From an optimization exercise on the open Yosys and OpenROAD flow, aimed at small area, a short achievable clock period and few clock cycles; shortcuts taken in it are not production practice. Power and IR drop assume default switching activity.

## job 104
Design FPU, start of the top module:
module FPU(clk, rstn, ctl, x1, x2, y, ready, en);
    input clk, rstn;
    input [4:0] ctl;
    input [31:0] x1, x2;
    input en;
    output reg ready;
    output [31:0] y;
    wire op_add   = (ctl == 5'd0) | (ctl == 5'd1);
    wire op_mul   = (ctl == 5'd2) | (ctl == 5'd20);
    wire op_fhalf = (ctl == 5'd5);
    wire op_ftoi  = (ctl == 5'd6);
    wire op_itof  = (ctl == 5'd7);
    wire op_floor = (ctl == 5'd8);
    wire op_feq   = (ctl == 5'd9);
    wire op_fle   = (ctl == 5'd10);
    wire op_fabs  = (ctl == 5'd11);
    wire op_fneg  = (ctl == 5'd12);
    wire op_fless = (ctl == 5'd13);
    wire op_fmin  = (ctl == 5'd14);
    wire op_fmax  = (ctl == 5'd15);
    wire op_fisz  = (ctl == 5'd16);
    wire op_fisp  = (ctl == 5'd17);
    wire op_fisn  = (ctl == 5'd18);
    wire lt = (x1[30:0] <  x2[30:0]);
    wire eq = (x1[30:0] == x2[30:0]);
    wire [26:0] m_ra, m_rb;
    wire m_cin;
    wire [31:0] mb = ctl[4] ? x1 : x2;
    fmul_s1 u_mul1 (.a(x1[22:0]), .b(mb[22:0]), .ra(m_ra), .rb(m_rb), .cin(m_cin));
    wire [9:0] m_ye0 = x1[30:23] + mb[30:23] + 10'd129;
    wire m_zero = ~(|x1[30:23]) | ~(|mb[30:23]);
    wire m_inf  = (&x1[30:23]) | (&mb[30:23]);
    wire m_ys   = x1[31] ^ mb[31];
    wire [26:0] a_S;
    wire [24:0] a_R;
    wire [7:0]  a_le;
    wire a_effsub, a_bs, a_ls, a_near, a_spec;
    wire [31:0] a_spec_y;
    wire [31:0] tsh;
    wire [31:0] mx;
    fadd_s1 u_add1 (.x1(x1), .x2(x2), .sub(ctl[0]), .ge(~lt), .is_ftoi(op_ftoi), .mx(mx[30:0]),
                    .tsh(tsh), .S(a_S), .R(a_R), .le(a_le),
  ...
Size in the first run: about 4800 cells after synthesis, about 110 I/O pins, about 0.034 mm2 of cells after synthesis.
export LEC_CHECK = 0
export CAP_MARGIN = 20
export CORE_MARGIN = 2
export CORE_UTILIZATION = 40
export SETUP_SLACK_MARGIN = 2.5
export SLEW_MARGIN = 20
create_clock -name core_clock -period 10.0 [get_ports {clk}]
standard.sh (not shown) runs the stock make flow with config.mk's settings and CLKGATE_MAP_FILE= SYNTH_SCRIPT=/design/flow/synth_recipe.tcl, a recipe that flattens the netlist after the stock synthesis.
==> flow/flow/run.sh <==
#!/bin/bash
# The standard layout (standard.sh: ORFS synthesis to finish, same
# constraints and settings), with two changes to how it is made:
#  - MATCH_CELL_FOOTPRINT=0: the resizer may swap a cell for any drive
#    strength of the same function (sky130hd's platform file limits it to
#    cells of the same footprint, so most gates cannot be upsized);
#  - the port buffers that buffer_ports puts on every input and output start
#    as buf_4 instead of a delay buffer.
# The whole make output goes to make.log; ORFS's per-step logs stay under
# orfs/logs.
set -euo pipefail
bash standard.sh MATCH_CELL_FOOTPRINT=0 \
    "BUFFER_PORTS_ARGS=-buffer_cell sky130_fd_sc_hd__buf_4" finish > make.log 2>&1
Here is what was changed in the inputs of job 103 compared with job 104.
diff --git a/flow/design.v b/flow/design.v
--- a/flow/design.v
+++ b/flow/design.v
@@ -66,44 +66,45 @@
         ({32{op_floor}} & floor_v) |
         ({32{op_fmin | op_fmax}} & mx) |
         ({32{op_fabs}}  & {1'b0, x1[30:0]}) |
         ({32{op_fneg}}  & {~x1[31], x1[30:0]}) |
         {31'b0, bit0};
     wire misc_i = (op_fhalf & half_i) | (op_ftoi & ftoi_i) | (op_itof & itof_i) |
                   (op_floor & floor_i);
     reg sel_mul, sel_far, sel_near, sel_misc;
     reg [26:0] r_ra, r_rb, r_S;
     reg r_cin;
     reg [9:0] r_ye0;
     reg r_zero, r_inf, r_ys;
+    reg [24:0] r_R;
     reg [7:0] r_le;
     reg r_effsub, r_bs, r_ls;
     reg [31:0] r_misc;
     reg r_inc;
     always @(posedge clk) begin
         ready <= rstn & en;
         sel_mul  <= op_mul;
         sel_far  <= op_add & ~a_spec & ~a_near;
         sel_near <= op_add & ~a_spec & a_near;
         sel_misc <= ~op_mul & ~(op_add & ~a_spec);
         r_ra <= m_ra; r_rb <= m_rb; r_cin <= m_cin;
         r_ye0 <= m_ye0; r_zero <= m_zero; r_inf <= m_inf; r_ys <= m_ys;
-        r_S <= a_S; r_le <= a_le;
+        r_S <= a_S; r_R <= a_R; r_le <= a_le;
         r_effsub <= a_effsub; r_bs <= a_bs; r_ls <= a_ls;
         r_misc <= misc_v; r_inc <= misc_i;
     end
     wire [31:0] mul_y, far_y, near_y;
     fmul_s2 u_mul2 (.ra(r_ra), .rb(r_rb), .cin(r_cin), .ye0(r_ye0), .iszero(r_zero),
                     .isinf(r_inf), .ys(r_ys), .y(mul_y));
-    fadd_s2 u_add2 (.S(r_S), .R(r_S[25:1]), .le(r_le), .effsub(r_effsub), .bs(r_bs), .ls(r_ls),
+    fadd_s2 u_add2 (.S(r_S), .R(r_R), .le(r_le), .effsub(r_effsub), .bs(r_bs), .ls(r_ls),
                     .far_y(far_y), .near_y(near_y));
     wire [31:0] misc_y = r_misc + {31'b0, r_inc};
     assign y = ({32{sel_mul}}  & mul_y)  | ({32{sel_far}}  & far_y) |
                ({32{sel_near}} & near_y) | ({32{sel_misc}} & misc_y);
 endmodule
 `default_nettype none
 module fadd_s1 (
     input  wire [31:0] x1,
     input  wire [31:0] x2,
     input  wire        sub,
     input  wire        ge,       
     input  wire        is_ftoi,  
@@ -132,30 +133,31 @@
 wire [7:0]  shift = e1lt ? d21 : d12[7:0];
 assign le = e1lt ? e2 : e1;
 wire [22:0] fbm = e1lt ? m2 : m1;
 wire [22:0] fsm = (e1lt | is_ftoi) ? m1 : m2;
 assign bs = ls;
 wire [26:0] lf = {2'b01, fbm, 2'b00};
 wire [7:0]  fsh = 8'd157 - e1;
 wire [4:0]  sa = is_ftoi ? fsh[4:0] : shift[4:0];
 wire        sz = is_ftoi ? (e1 < 8'd126) : (|shift[7:5]);
 wire [31:0] sh32 = sz ? 32'd0 : ({1'b1, fsm, 8'b0} >> sa);
 wire [26:0] sf = {1'b0, sh32[31:6]};
 assign tsh = sh32;
+assign S = lf + (sf ^ {27{effsub}}) + {26'd0, effsub};
 wire        neq = (e1 == e2);
-wire        swap = neq & ~ge;
-wire [26:0] opa = swap ? sf : lf;
-wire [26:0] opb = swap ? lf : sf;
-assign S = opa + (opb ^ {27{effsub}}) + {26'd0, effsub};
-assign R = S[25:1];
+wire [22:0] nbm = mx[22:0];
+wire [22:0] nsm = ge ? m2 : m1;
+wire [24:0] A = {1'b1, nbm, 1'b0};
+wire [24:0] B = neq ? {1'b1, nsm, 1'b0} : {2'b01, nsm};
+assign R = A - B;
 wire inf = (&e1) | (&e2);
 wire z1 = ~(|e1);
 wire z2 = ~(|e2);
 assign spec = inf | z1 | z2;
 assign spec_y = {ls, (~inf & z1 & z2) ? 31'b0 : mx};
 assign isnear = effsub & (shift[7:1] == 7'd0);
 endmodule
 module fadd_s2 (
     input  wire [26:0] S,
     input  wire [24:0] R,
     input  wire [7:0]  le,
     input  wire        effsub,
==> results.txt <==
- Both conditions hold for job 103: the flow ran to the end and the final layout passed the timing, design-rule and antenna checks.
- Looking at largest driver fanout on the critical path, job 103 sits 4 below job 104.
- Comparing the two runs side by side, job 103 comes out behind job 104 on design area.
- Job 104 → job 103: final critical-path required period dropped 190 ps, least setup slack across all paths after layout now larger, hold slack grew by 4.1 ps.
- Diff job 103..job 104 | number of remaining DRC errors | unchanged
- In the reports for job 104 and job 103, the larger largest net degree at the start of global routing belongs to job 104.
- Job 103 vs. job 104: global-route wire length before repair now larger, total power now larger, instance count on the critical path now larger.
- For utilization, job 104 and job 103 come out practically identical.
- Post-synth net total grows by a few percent when moving from job 104 to job 103.
- Changes observed in job 103 relative to job 104: clock-buffer cell count increased by 2 relative to the old numbers, post-synthesis adder-cell area fraction decreased by 0.43 points relative to the old numbers.
Function was not checked in any run of this note: the RTL went through the layout flow alone.

[what the ideal ports hide]
Ports are ideal in the flow. The routed layouts listed here were re-timed in OpenROAD.
Step 1 assumes that a clkbuf_16 drives the clock port and a buf_2 every other input.
Step 2 adds t to the input delays and takes it off the output delays; t is the mean of the earliest and latest rising clock arrival at the registers after step 1. Input paths then give back, and output paths get back, about the clock's delay inside the block.
a / b / c = no drivers / after step 1 / after step 2; a / b = the first two.
| run | t (ns) | setup slack, ns | hold WS [ns] | worst slew at a driven data input, ns |
|---|---|---|---|---|
| job 104 | 0.525 | 2.329 / 2.265 / 2.016 | 1.737 / 1.699 / 2.224 | 0.21 |
| job 103 | 0.538 | 2.515 / 2.447 / 2.036 | 1.741 / 1.699 / 2.237 | 0.10 |
After both steps setup and hold are still met in every run listed. The setup slack of job 103, which loses most, moves by -0.068 ns with the drivers and by -0.479 ns with both steps.
